This design comes from an exercise in tuning for small area and a short achievable clock period on the open sky130 flow, not from production work.
No functional check of the RTL was part of this run.

## flow/config.mk

```make
export PLATFORM = sky130hd
export DESIGN_NAME = sigma_delta_dac_3rdorder
export DESIGN_NICKNAME = sigma_delta_dac_3rdorder
export VERILOG_FILES = /design/flow/design.v
export SDC_FILE = /design/flow/constraint.sdc
export NUM_CORES = 4
export LEC_CHECK = 0
export CAP_MARGIN = 20
export CORE_MARGIN = 2
export CORE_UTILIZATION = 60
export SETUP_SLACK_MARGIN = 3.6
export SLEW_MARGIN = 20
export TNS_END_PERCENT = 0
```

## flow/constraint.sdc

```tcl
create_clock -name core_clock -period 7.0 [get_ports {clk}]
set_input_delay 1.4000 -clock core_clock [delete_from_list [all_inputs] [get_ports {clk}]]
set_output_delay 1.4000 -clock core_clock [all_outputs]
set_load 0.01 [all_outputs]
```

## flow/design.v

```verilog
module sigma_delta_dac_3rdorder(
  input clk,
  input reset_n,
  input [15:0] d,
  output reg q
);
reg  [21:0] ao;
reg  [23:0] lr;
reg  [22:0] fr;
reg         nf23;
wire        s = ~nf23;
wire [23:0] l = lr ^ 24'd0;
wire [22:0] f = fr ^ 23'h7fe000;
wire [21:0] a_in = { {5{nf23}}, d[15], ~d[15], d[14:0] };
wire [21:0] a_sum_p = ao ^ a_in;
wire [21:0] a_sum_g0 = ao & a_in;
wire a_sum_G1 = a_sum_g0[1] | (a_sum_p[1] & a_sum_g0[0]);
wire a_sum_G2 = a_sum_g0[3] | (a_sum_p[3] & a_sum_g0[2]);
wire a_sum_P2 = a_sum_p[3] & a_sum_p[2];
wire a_sum_G3 = a_sum_g0[5] | (a_sum_p[5] & a_sum_g0[4]);
wire a_sum_P3 = a_sum_p[5] & a_sum_p[4];
wire a_sum_G4 = a_sum_g0[7] | (a_sum_p[7] & a_sum_g0[6]);
wire a_sum_P4 = a_sum_p[7] & a_sum_p[6];
wire a_sum_G5 = a_sum_g0[9] | (a_sum_p[9] & a_sum_g0[8]);
wire a_sum_P5 = a_sum_p[9] & a_sum_p[8];
wire a_sum_G6 = a_sum_g0[11] | (a_sum_p[11] & a_sum_g0[10]);
wire a_sum_P6 = a_sum_p[11] & a_sum_p[10];
wire a_sum_G7 = a_sum_g0[13] | (a_sum_p[13] & a_sum_g0[12]);
wire a_sum_P7 = a_sum_p[13] & a_sum_p[12];
wire a_sum_G8 = a_sum_g0[15] | (a_sum_p[15] & a_sum_g0[14]);
wire a_sum_P8 = a_sum_p[15] & a_sum_p[14];
wire a_sum_G9 = a_sum_g0[17] | (a_sum_p[17] & a_sum_g0[16]);
wire a_sum_P9 = a_sum_p[17] & a_sum_p[16];
wire a_sum_G10 = a_sum_g0[19] | (a_sum_p[19] & a_sum_g0[18]);
wire a_sum_P10 = a_sum_p[19] & a_sum_p[18];
wire a_sum_G11 = a_sum_g0[21] | (a_sum_p[21] & a_sum_g0[20]);
wire a_sum_P11 = a_sum_p[21] & a_sum_p[20];
wire a_sum_G12 = a_sum_g0[2] | (a_sum_p[2] & a_sum_G1);
wire a_sum_G13 = a_sum_G2 | (a_sum_P2 & a_sum_G1);
wire a_sum_G14 = a_sum_g0[6] | (a_sum_p[6] & a_sum_G3);
wire a_sum_P14 = a_sum_p[6] & a_sum_P3;
wire a_sum_G15 = a_sum_G4 | (a_sum_P4 & a_sum_G3);
wire a_sum_P15 = a_sum_P4 & a_sum_P3;
wire a_sum_G16 = a_sum_g0[10] | (a_sum_p[10] & a_sum_G5);
wire a_sum_P16 = a_sum_p[10] & a_sum_P5;
wire a_sum_G17 = a_sum_G6 | (a_sum_P6 & a_sum_G5);
wire a_sum_P17 = a_sum_P6 & a_sum_P5;
wire a_sum_G18 = a_sum_g0[14] | (a_sum_p[14] & a_sum_G7);
wire a_sum_P18 = a_sum_p[14] & a_sum_P7;
wire a_sum_G19 = a_sum_G8 | (a_sum_P8 & a_sum_G7);
wire a_sum_P19 = a_sum_P8 & a_sum_P7;
wire a_sum_G20 = a_sum_g0[18] | (a_sum_p[18] & a_sum_G9);
wire a_sum_P20 = a_sum_p[18] & a_sum_P9;
wire a_sum_G21 = a_sum_G10 | (a_sum_P10 & a_sum_G9);
wire a_sum_P21 = a_sum_P10 & a_sum_P9;
wire a_sum_G22 = a_sum_g0[4] | (a_sum_p[4] & a_sum_G13);
wire a_sum_G23 = a_sum_G3 | (a_sum_P3 & a_sum_G13);
wire a_sum_G24 = a_sum_G14 | (a_sum_P14 & a_sum_G13);
wire a_sum_G25 = a_sum_G15 | (a_sum_P15 & a_sum_G13);
wire a_sum_G26 = a_sum_g0[12] | (a_sum_p[12] & a_sum_G17);
wire a_sum_P26 = a_sum_p[12] & a_sum_P17;
wire a_sum_G27 = a_sum_G7 | (a_sum_P7 & a_sum_G17);
wire a_sum_P27 = a_sum_P7 & a_sum_P17;
wire a_sum_G28 = a_sum_G18 | (a_sum_P18 & a_sum_G17);
wire a_sum_P28 = a_sum_P18 & a_sum_P17;
wire a_sum_G29 = a_sum_G19 | (a_sum_P19 & a_sum_G17);
wire a_sum_P29 = a_sum_P19 & a_sum_P17;
wire a_sum_G30 = a_sum_g0[20] | (a_sum_p[20] & a_sum_G21);
wire a_sum_P30 = a_sum_p[20] & a_sum_P21;
wire a_sum_G31 = a_sum_G11 | (a_sum_P11 & a_sum_G21);
wire a_sum_P31 = a_sum_P11 & a_sum_P21;
wire a_sum_G32 = a_sum_g0[8] | (a_sum_p[8] & a_sum_G25);
wire a_sum_G33 = a_sum_G5 | (a_sum_P5 & a_sum_G25);
wire a_sum_G34 = a_sum_G16 | (a_sum_P16 & a_sum_G25);
wire a_sum_G35 = a_sum_G17 | (a_sum_P17 & a_sum_G25);
wire a_sum_G36 = a_sum_G26 | (a_sum_P26 & a_sum_G25);
wire a_sum_G37 = a_sum_G27 | (a_sum_P27 & a_sum_G25);
wire a_sum_G38 = a_sum_G28 | (a_sum_P28 & a_sum_G25);
wire a_sum_G39 = a_sum_G29 | (a_sum_P29 & a_sum_G25);
wire a_sum_G40 = a_sum_g0[16] | (a_sum_p[16] & a_sum_G39);
wire a_sum_G41 = a_sum_G9 | (a_sum_P9 & a_sum_G39);
wire a_sum_G42 = a_sum_G20 | (a_sum_P20 & a_sum_G39);
wire a_sum_G43 = a_sum_G21 | (a_sum_P21 & a_sum_G39);
wire a_sum_G44 = a_sum_G30 | (a_sum_P30 & a_sum_G39);
wire a_sum_G45 = a_sum_G31 | (a_sum_P31 & a_sum_G39);
wire [22:0] a_sum;
assign a_sum[0] = a_sum_p[0];
assign a_sum[1] = a_sum_p[1] ^ a_sum_g0[0];
assign a_sum[2] = a_sum_p[2] ^ a_sum_G1;
assign a_sum[3] = a_sum_p[3] ^ a_sum_G12;
assign a_sum[4] = a_sum_p[4] ^ a_sum_G13;
assign a_sum[5] = a_sum_p[5] ^ a_sum_G22;
assign a_sum[6] = a_sum_p[6] ^ a_sum_G23;
assign a_sum[7] = a_sum_p[7] ^ a_sum_G24;
assign a_sum[8] = a_sum_p[8] ^ a_sum_G25;
assign a_sum[9] = a_sum_p[9] ^ a_sum_G32;
assign a_sum[10] = a_sum_p[10] ^ a_sum_G33;
assign a_sum[11] = a_sum_p[11] ^ a_sum_G34;
assign a_sum[12] = a_sum_p[12] ^ a_sum_G35;
assign a_sum[13] = a_sum_p[13] ^ a_sum_G36;
assign a_sum[14] = a_sum_p[14] ^ a_sum_G37;
assign a_sum[15] = a_sum_p[15] ^ a_sum_G38;
assign a_sum[16] = a_sum_p[16] ^ a_sum_G39;
assign a_sum[17] = a_sum_p[17] ^ a_sum_G40;
assign a_sum[18] = a_sum_p[18] ^ a_sum_G41;
assign a_sum[19] = a_sum_p[19] ^ a_sum_G42;
assign a_sum[20] = a_sum_p[20] ^ a_sum_G43;
assign a_sum[21] = a_sum_p[21] ^ a_sum_G44;
assign a_sum[22] = a_sum_G45;
wire [23:0] o2 = { 2'b00, ao };
wire [23:0] o3 = { 2'b11, s, nf23, nf23, s, {8{nf23}}, ~f[22:13] };
wire [23:0] x  = l ^ o2 ^ o3;
wire [23:0] y  = { (l[22:0] & o2[22:0]) | (l[22:0] & o3[22:0]) | (o2[22:0] & o3[22:0]), 1'b1 };
wire [23:0] l_sum_p = x ^ y;
wire [23:0] l_sum_g0 = x & y;
wire l_sum_G1 = l_sum_g0[1] | (l_sum_p[1] & l_sum_g0[0]);
wire l_sum_G2 = l_sum_g0[3] | (l_sum_p[3] & l_sum_g0[2]);
wire l_sum_P2 = l_sum_p[3] & l_sum_p[2];
wire l_sum_G3 = l_sum_g0[5] | (l_sum_p[5] & l_sum_g0[4]);
wire l_sum_P3 = l_sum_p[5] & l_sum_p[4];
wire l_sum_G4 = l_sum_g0[7] | (l_sum_p[7] & l_sum_g0[6]);
wire l_sum_P4 = l_sum_p[7] & l_sum_p[6];
wire l_sum_G5 = l_sum_g0[9] | (l_sum_p[9] & l_sum_g0[8]);
wire l_sum_P5 = l_sum_p[9] & l_sum_p[8];
wire l_sum_G6 = l_sum_g0[11] | (l_sum_p[11] & l_sum_g0[10]);
wire l_sum_P6 = l_sum_p[11] & l_sum_p[10];
wire l_sum_G7 = l_sum_g0[13] | (l_sum_p[13] & l_sum_g0[12]);
wire l_sum_P7 = l_sum_p[13] & l_sum_p[12];
wire l_sum_G8 = l_sum_g0[15] | (l_sum_p[15] & l_sum_g0[14]);
wire l_sum_P8 = l_sum_p[15] & l_sum_p[14];
wire l_sum_G9 = l_sum_g0[17] | (l_sum_p[17] & l_sum_g0[16]);
wire l_sum_P9 = l_sum_p[17] & l_sum_p[16];
wire l_sum_G10 = l_sum_g0[19] | (l_sum_p[19] & l_sum_g0[18]);
wire l_sum_P10 = l_sum_p[19] & l_sum_p[18];
wire l_sum_G11 = l_sum_g0[21] | (l_sum_p[21] & l_sum_g0[20]);
wire l_sum_P11 = l_sum_p[21] & l_sum_p[20];
wire l_sum_G12 = l_sum_g0[23] | (l_sum_p[23] & l_sum_g0[22]);
wire l_sum_P12 = l_sum_p[23] & l_sum_p[22];
wire l_sum_G13 = l_sum_G2 | (l_sum_P2 & l_sum_G1);
wire l_sum_G14 = l_sum_G4 | (l_sum_P4 & l_sum_G3);
wire l_sum_P14 = l_sum_P4 & l_sum_P3;
wire l_sum_G15 = l_sum_G6 | (l_sum_P6 & l_sum_G5);
wire l_sum_P15 = l_sum_P6 & l_sum_P5;
wire l_sum_G16 = l_sum_G8 | (l_sum_P8 & l_sum_G7);
wire l_sum_P16 = l_sum_P8 & l_sum_P7;
wire l_sum_G17 = l_sum_G10 | (l_sum_P10 & l_sum_G9);
wire l_sum_P17 = l_sum_P10 & l_sum_P9;
wire l_sum_G18 = l_sum_G12 | (l_sum_P12 & l_sum_G11);
wire l_sum_P18 = l_sum_P12 & l_sum_P11;
wire l_sum_G19 = l_sum_G14 | (l_sum_P14 & l_sum_G13);
wire l_sum_G20 = l_sum_G16 | (l_sum_P16 & l_sum_G15);
wire l_sum_P20 = l_sum_P16 & l_sum_P15;
wire l_sum_G21 = l_sum_G18 | (l_sum_P18 & l_sum_G17);
wire l_sum_P21 = l_sum_P18 & l_sum_P17;
wire l_sum_G22 = l_sum_G20 | (l_sum_P20 & l_sum_G19);
wire l_sum_G23 = l_sum_G21 | (l_sum_P21 & l_sum_G22);
wire l_sum_G24 = l_sum_G15 | (l_sum_P15 & l_sum_G19);
wire l_sum_G25 = l_sum_G17 | (l_sum_P17 & l_sum_G22);
wire l_sum_G26 = l_sum_G3 | (l_sum_P3 & l_sum_G13);
wire l_sum_G27 = l_sum_G5 | (l_sum_P5 & l_sum_G19);
wire l_sum_G28 = l_sum_G7 | (l_sum_P7 & l_sum_G24);
wire l_sum_G29 = l_sum_G9 | (l_sum_P9 & l_sum_G22);
wire l_sum_G30 = l_sum_G11 | (l_sum_P11 & l_sum_G25);
wire l_sum_G31 = l_sum_g0[2] | (l_sum_p[2] & l_sum_G1);
wire l_sum_G32 = l_sum_g0[4] | (l_sum_p[4] & l_sum_G13);
wire l_sum_G33 = l_sum_g0[6] | (l_sum_p[6] & l_sum_G26);
wire l_sum_G34 = l_sum_g0[8] | (l_sum_p[8] & l_sum_G19);
wire l_sum_G35 = l_sum_g0[10] | (l_sum_p[10] & l_sum_G27);
wire l_sum_G36 = l_sum_g0[12] | (l_sum_p[12] & l_sum_G24);
wire l_sum_G37 = l_sum_g0[14] | (l_sum_p[14] & l_sum_G28);
wire l_sum_G38 = l_sum_g0[16] | (l_sum_p[16] & l_sum_G22);
wire l_sum_G39 = l_sum_g0[18] | (l_sum_p[18] & l_sum_G29);
wire l_sum_G40 = l_sum_g0[20] | (l_sum_p[20] & l_sum_G25);
wire l_sum_G41 = l_sum_g0[22] | (l_sum_p[22] & l_sum_G30);
wire [24:0] l_sum;
assign l_sum[0] = l_sum_p[0];
assign l_sum[1] = l_sum_p[1] ^ l_sum_g0[0];
assign l_sum[2] = l_sum_p[2] ^ l_sum_G1;
assign l_sum[3] = l_sum_p[3] ^ l_sum_G31;
assign l_sum[4] = l_sum_p[4] ^ l_sum_G13;
assign l_sum[5] = l_sum_p[5] ^ l_sum_G32;
assign l_sum[6] = l_sum_p[6] ^ l_sum_G26;
assign l_sum[7] = l_sum_p[7] ^ l_sum_G33;
assign l_sum[8] = l_sum_p[8] ^ l_sum_G19;
assign l_sum[9] = l_sum_p[9] ^ l_sum_G34;
assign l_sum[10] = l_sum_p[10] ^ l_sum_G27;
assign l_sum[11] = l_sum_p[11] ^ l_sum_G35;
assign l_sum[12] = l_sum_p[12] ^ l_sum_G24;
assign l_sum[13] = l_sum_p[13] ^ l_sum_G36;
assign l_sum[14] = l_sum_p[14] ^ l_sum_G28;
assign l_sum[15] = l_sum_p[15] ^ l_sum_G37;
assign l_sum[16] = l_sum_p[16] ^ l_sum_G22;
assign l_sum[17] = l_sum_p[17] ^ l_sum_G38;
assign l_sum[18] = l_sum_p[18] ^ l_sum_G29;
assign l_sum[19] = l_sum_p[19] ^ l_sum_G39;
assign l_sum[20] = l_sum_p[20] ^ l_sum_G25;
assign l_sum[21] = l_sum_p[21] ^ l_sum_G40;
assign l_sum[22] = l_sum_p[22] ^ l_sum_G30;
assign l_sum[23] = l_sum_p[23] ^ l_sum_G41;
assign l_sum[24] = l_sum_G23;
wire [4:0]  fh = { s, f[22:19] } + { nf23, nf23, nf23, nf23, 1'b1 };
wire [23:0] fc = { fh, f[18:0] };
wire [23:0] xs = { 1'b0, x[23:1] };
wire [23:0] ys = { 1'b0, y[23:1] };
wire [23:0] s1 = fc ^ xs ^ ys;
wire [23:0] c1 = (fc & xs) | (fc & ys) | (xs & ys);
wire [23:0] c1s = { c1[22:0], x[0] };
wire [23:0] t_p = s1 ^ c1s;
wire [23:0] t_g0 = s1 & c1s;
wire t_G1 = t_g0[1] | (t_p[1] & t_g0[0]);
wire t_G2 = t_g0[3] | (t_p[3] & t_g0[2]);
wire t_P2 = t_p[3] & t_p[2];
wire t_G3 = t_g0[5] | (t_p[5] & t_g0[4]);
wire t_P3 = t_p[5] & t_p[4];
wire t_G4 = t_g0[7] | (t_p[7] & t_g0[6]);
wire t_P4 = t_p[7] & t_p[6];
wire t_G5 = t_g0[9] | (t_p[9] & t_g0[8]);
wire t_P5 = t_p[9] & t_p[8];
wire t_G6 = t_g0[11] | (t_p[11] & t_g0[10]);
wire t_P6 = t_p[11] & t_p[10];
wire t_G7 = t_g0[13] | (t_p[13] & t_g0[12]);
wire t_P7 = t_p[13] & t_p[12];
wire t_G8 = t_g0[15] | (t_p[15] & t_g0[14]);
wire t_P8 = t_p[15] & t_p[14];
wire t_G9 = t_g0[17] | (t_p[17] & t_g0[16]);
wire t_P9 = t_p[17] & t_p[16];
wire t_G10 = t_g0[19] | (t_p[19] & t_g0[18]);
wire t_P10 = t_p[19] & t_p[18];
wire t_G11 = t_g0[21] | (t_p[21] & t_g0[20]);
wire t_P11 = t_p[21] & t_p[20];
wire t_G12 = t_g0[23] | (t_p[23] & t_g0[22]);
wire t_P12 = t_p[23] & t_p[22];
wire t_G13 = t_g0[2] | (t_p[2] & t_G1);
wire t_G14 = t_G2 | (t_P2 & t_G1);
wire t_G15 = t_g0[6] | (t_p[6] & t_G3);
wire t_P15 = t_p[6] & t_P3;
wire t_G16 = t_G4 | (t_P4 & t_G3);
wire t_P16 = t_P4 & t_P3;
wire t_G17 = t_g0[10] | (t_p[10] & t_G5);
wire t_P17 = t_p[10] & t_P5;
wire t_G18 = t_G6 | (t_P6 & t_G5);
wire t_P18 = t_P6 & t_P5;
wire t_G19 = t_g0[14] | (t_p[14] & t_G7);
wire t_P19 = t_p[14] & t_P7;
wire t_G20 = t_G8 | (t_P8 & t_G7);
wire t_P20 = t_P8 & t_P7;
wire t_G21 = t_g0[18] | (t_p[18] & t_G9);
wire t_P21 = t_p[18] & t_P9;
wire t_G22 = t_G10 | (t_P10 & t_G9);
wire t_P22 = t_P10 & t_P9;
wire t_G23 = t_g0[22] | (t_p[22] & t_G11);
wire t_P23 = t_p[22] & t_P11;
wire t_G24 = t_G12 | (t_P12 & t_G11);
wire t_P24 = t_P12 & t_P11;
wire t_G25 = t_g0[4] | (t_p[4] & t_G14);
wire t_G26 = t_G3 | (t_P3 & t_G14);
wire t_G27 = t_G15 | (t_P15 & t_G14);
wire t_G28 = t_G16 | (t_P16 & t_G14);
wire t_G29 = t_g0[12] | (t_p[12] & t_G18);
wire t_P29 = t_p[12] & t_P18;
wire t_G30 = t_G7 | (t_P7 & t_G18);
wire t_P30 = t_P7 & t_P18;
wire t_G31 = t_G19 | (t_P19 & t_G18);
wire t_P31 = t_P19 & t_P18;
wire t_G32 = t_G20 | (t_P20 & t_G18);
wire t_P32 = t_P20 & t_P18;
wire t_G33 = t_g0[20] | (t_p[20] & t_G22);
wire t_P33 = t_p[20] & t_P22;
wire t_G34 = t_G11 | (t_P11 & t_G22);
wire t_P34 = t_P11 & t_P22;
wire t_G35 = t_G23 | (t_P23 & t_G22);
wire t_P35 = t_P23 & t_P22;
wire t_G36 = t_G24 | (t_P24 & t_G22);
wire t_P36 = t_P24 & t_P22;
wire t_G37 = t_g0[8] | (t_p[8] & t_G28);
wire t_G38 = t_G5 | (t_P5 & t_G28);
wire t_G39 = t_G17 | (t_P17 & t_G28);
wire t_G40 = t_G18 | (t_P18 & t_G28);
wire t_G41 = t_G29 | (t_P29 & t_G28);
wire t_G42 = t_G30 | (t_P30 & t_G28);
wire t_G43 = t_G31 | (t_P31 & t_G28);
wire t_G44 = t_G32 | (t_P32 & t_G28);
wire t_G45 = t_g0[16] | (t_p[16] & t_G44);
wire t_G46 = t_G9 | (t_P9 & t_G44);
wire t_G47 = t_G21 | (t_P21 & t_G44);
wire t_G48 = t_G22 | (t_P22 & t_G44);
wire t_G49 = t_G33 | (t_P33 & t_G44);
wire t_G50 = t_G34 | (t_P34 & t_G44);
wire t_G51 = t_G35 | (t_P35 & t_G44);
wire t_G52 = t_G36 | (t_P36 & t_G44);
wire [24:0] t;
assign t[0] = t_p[0];
assign t[1] = t_p[1] ^ t_g0[0];
assign t[2] = t_p[2] ^ t_G1;
assign t[3] = t_p[3] ^ t_G13;
assign t[4] = t_p[4] ^ t_G14;
assign t[5] = t_p[5] ^ t_G25;
assign t[6] = t_p[6] ^ t_G26;
assign t[7] = t_p[7] ^ t_G27;
assign t[8] = t_p[8] ^ t_G28;
assign t[9] = t_p[9] ^ t_G37;
assign t[10] = t_p[10] ^ t_G38;
assign t[11] = t_p[11] ^ t_G39;
assign t[12] = t_p[12] ^ t_G40;
assign t[13] = t_p[13] ^ t_G41;
assign t[14] = t_p[14] ^ t_G42;
assign t[15] = t_p[15] ^ t_G43;
assign t[16] = t_p[16] ^ t_G44;
assign t[17] = t_p[17] ^ t_G45;
assign t[18] = t_p[18] ^ t_G46;
assign t[19] = t_p[19] ^ t_G47;
assign t[20] = t_p[20] ^ t_G48;
assign t[21] = t_p[21] ^ t_G49;
assign t[22] = t_p[22] ^ t_G50;
assign t[23] = t_p[23] ^ t_G51;
assign t[24] = t_G52;
always @(negedge reset_n or posedge clk)
  if (!reset_n) begin
    ao   <= 22'h200000;
    lr   <= 24'd0;
    fr   <= 23'h7fe000;
    nf23 <= 1'b1;
    q    <= 1'b0;
  end else begin
    ao   <= a_sum[21:0];
    lr   <= l_sum[23:0] ^ 24'd0;
    fr   <= t[22:0] ^ 23'h7fe000;
    nf23 <= ~(t[23] ^ l_sum[23] ^ l_sum[24]);
    q    <= nf23;
  end
endmodule
```

## flow/flow/run.sh

```bash
#!/bin/bash
# The standard layout (standard.sh) with changes to how it is made:
#  - clock tree synthesis with its own options (below), without dummy loads;
#  - port buffers of the smallest buffer cell (every port still gets one);
#  - extra make settings: 
# Each tool's full output is in the ORFS logs under orfs/logs; make's own
# output is in standard.log.
bash standard.sh \
  "CTS_ARGS=-sink_clustering_enable -repair_clock_nets -buf_list sky130_fd_sc_hd__clkbuf_8 -dont_use_dummy_load" \
  "BUFFER_PORTS_ARGS=-buffer_cell sky130_fd_sc_hd__buf_1" \
   \
  finish > standard.log 2>&1
```

## flow/standard.sh

```bash
#!/bin/bash
# synth_recipe.tcl (not shown) runs the flow's synth.tcl, then flattens the netlist and writes it again
# the make line also repeats each setting of config.mk as NAME=value (left out here)
make -C /OpenROAD-flow-scripts/flow DESIGN_CONFIG=/design/flow/config.mk WORK_HOME=/design/flow/orfs CLKGATE_MAP_FILE= SYNTH_SCRIPT=/design/flow/synth_recipe.tcl "${@:-finish}"
```

==> impl_metrics.tcl <==
set metrics [dict create \
    required_ns 7.27 \
    rsz0062_at_grt "true" \
    grtUsageTotal_pct 23.2 \
    wl_per_cell_um 15.9 \
    cp-start-kind "register" \
    worst_slew_pin_slew_ns 0.994 \
    period_needed_ns 4.22 \
    cp_max_fo 3 \
    grt_max_degree 72 \
    gr-total-overflow 0 \
    synth_adder_area_share_pct 39.2 \
    firstDrtPassIters 4 \
    yosysWarnings 1 \
    slew_violations 0 \
    die_w_um 101 \
    cts_max_level 3 \
    outcome "complete, no violations" \
    hold_buffers 0 \
    drc_errors 0 \
    vias 3513 \
    clock_latency_ns 0.34 \
    skew_ns 0.0187 \
    cap_violations 0 \
    fmax_mhz 237 \
    fin_util_pct 68.6 \
    area_delta_synth_final_pct 11.1 \
    row_count 35 \
    die_area_mm2 0.0103 \
    synth_top_area_share_pct 26.0 \
    cts_tree "built" \
    core_mm2 0.00920 \
    synth_mux_area_share_pct 0 \
    drive_gt1_share_pct 13.8 \
    antenna_cells 0 \
    die-height_um 101 \
    totalWireLength_um 10300 \
    synth_top_family_by_area "adder cells" \
    synth_seq_cells 71 \
    arrival_ns 4.49 \
    syn_area_per_cell_um2 11.6 \
    yosys.area_share.simple_pct 6.88 \
    ys_seq_area_share_pct 31.6 \
    cts_buffers 9 \
    routabilityCongestion 0.797 \
    synth_compound_area_share_pct 11.1 \
    io_pins 19 \
    clkTransAtPathRegs_ns 0.08 \
    initial_utilization_pct 61.7 \
    synth_top_area_cell "dfrtp_1" \
    cts_root_buffer "clkbuf_8" \
    yosysUniqueCellTypes 42 \
    r2r_slack_ns 2.78 \
    period_share_pct 60.3 \
    drt_iter0_markers 71 \
    setup_violations 0 \
    netlist_instances 489 \
    portBuffers 18 \
    final_antenna_net_count 0 \
    grt_pass1_wl_um 18300 \
    antenna_found_initial 0 \
    crit_path_end_kind "register" \
    syn-num-nets 644 \
    cts_sinks 71 \
    hold_viol_final 0 \
    tns_ns 0 \
    grt_pass1_vias 3774 \
    path_class "register to register" \
    synth-xor-area-share_pct 6.48 \
    fill_cells 707 \
    clockBufferDepth 2 \
    maxSlewHeadroom_pct 33.7 \
    synthTopCellsByArea "dfrtp_1 (26%), fa_1 (24%), ha_1 (15%), dfstp_2 (5.6%), inv_1 (4.8%)" \
    hold_class "register to register" \
    netlist_area_mm2 0.00567 \
    vias_per_cell 5.44 \
    layout.nets 692 \
    place_hpwl_um 8010 \
]
synth_stat cells:
master and number:
inv_1 72, ha_1 69, fa_1 68, dfrtp_1 59, a21oi_1 24, xor2_1 23
xnor2_1 19, a21o_1 17, o21ai_0 17, nor2_1 15, nand2_1 13, dfstp_2 12
nor3_1 10, nand3_1 7, nand2b_1 6, a31oi_1 5, nor2b_1 5, o21bai_1 5
o211ai_1 4, o21a_1 4, and2_1 3, and3_1 3, and4_1 3, nand3b_1 3
or3_1 3, a21boi_0 2, nor4_1 2, o21ai_1 2, a211o_1 1, a211oi_1 1
a21o_2 1, a21oi_2 1, a311oi_2 1, a311oi_4 1, a41o_1 1, and2b_1 1
nand4_1 1, o21ba_2 1, o21bai_2 1, o31ai_1 1, o41a_2 1, o41ai_2 1
cell type report:
class / count / area (µm²) / share of cell area (%)
sequential: 71 / 1800 / 28.5
inverter: 72 / 270 / 4.29
timing repair buffer: 37 / 221 / 3.51
clock buffer: 9 / 124 / 1.96
multi-input combinational: 346 / 3750 / 59.5
tap: 111 / 139 / 2.20
kinds of logic (layout without fill, tap and decap cells):
kind of cell / after synthesis / count (layout)
adder cells (fa/ha/maj): 137 / 137
AO/OA/AOI/OAI: 92 / 92
AND/OR/NAND/NOR: 75 / 75
XOR/XNOR: 42 / 42
buffers and inverters: 72 / 118
flip-flops: 71 / 71
registers in the layout, summed over array words and instances (netlist names):
register,count
lr,24
fr,23
ao,22
nf23,1
q,1
repair_timing:
item,in CTS,in global routing
gates cloned,0,0
gates resized for setup,20,7
buffers inserted,14,5
pin swaps,16,12
endpoints found under the setup margin,31,34
worst max-delay path: stages, from the launching register on:
cell and delay, ns:
dfstp_2 0.54, inv_2 0.04, fa_2 0.57, fa_2 0.24
nor2b_2 0.05, o211ai_1 0.26, nand3_2 0.16, a31oi_4 0.25
o31ai_4 0.08, a21oi_2 0.18, o21bai_2 0.08, nand3_1 0.08
nand2_1 0.07, fa_2 0.35, xor2_2 0.17, xnor2_2 0.16
xnor2_2 0.15, buf_4 0.15, a21oi_2 0.10, o21ai_1 0.07
a31oi_1 0.22, xor2_1 0.18
final timing paths:
path	start	end	depth (start not counted)
worst max-delay path	fr[13]	nf23	21
worst min-delay path	ao[0]	ao[0]	1
worst max register to register	fr[13]	nf23	21
worst min register to register	ao[0]	ao[0]	1
max in group asynchronous	reset_n	ao[2]	1
min in group asynchronous	reset_n	ao[4]	1
placed cells by master, fill, tap and decap left out, drive strengths merged, types with 4 or more instances in the layout:
master / count
nand3: 7
dfstp: 12
a21oi: 25
o21ai: 19
fa: 68
xor2: 23
ha: 69
o21bai: 6
o211ai: 4
dfrtp: 59
inv: 72
nor2b: 5
xnor2: 19
clkbuf: 10
a21o: 18
nor2: 15
nand2b: 6
nand2: 13
o21a: 4
buf: 36
nor3: 10
a31oi: 5
metrics by stage:
| step | std cells | instance area [µm²] | hold slack (ns) | setup slack, ns |
|---|---|---|---|---|
| final | 646 | 6300 | 0.527 | 2.78 |
| after CTS | 641 | 6220 | 0.540 | 2.81 |
| after floorplan | 489 | 5690 | 0.466 | 2.80 |
| after detailed placement | 618 | 5900 | 0.522 | 2.23 |
| after global routing | 646 | 6300 | 0.553 | 2.64 |
| after global placement | 618 | 5900 | 0.483 | 2.45 |
layer usage:
metal	routed length (µm)	up-vias	part of all wire (%)	track usage, %
li1	-	1732	-	-
met2	4770	38	47	35.2
met3	274	13	2.7	2.69
met1	5040	1730	49	36.0
met4	165	0	1.6	6.34
met5	0	-	0	0

-- afterwards: timing with drivers on the ports --
How much do the figures lean on ideal ports? The routed layout below was timed once more, with nothing changed but the port constraints. Step 1, drivers: a clkbuf_16 drives clk and a buf_2 each remaining input, both assumed. Step 2, shift: input delay + t, output delay - t, t = (earliest + latest rising clock arrival at the registers) / 2. This alone moves slack from input paths to output paths. a / b / c = no drivers / after step 1 / after step 2; a / b = the first two.
shift t [ns]: 0.364
slack for setup (ns): 2.782 / 2.782 / 2.782
cell pins on the clock port's net: 1
After both steps setup and hold are still met in this run. The setup slack of this run moves by 0.000 ns with the drivers and by 0.000 ns with both steps.
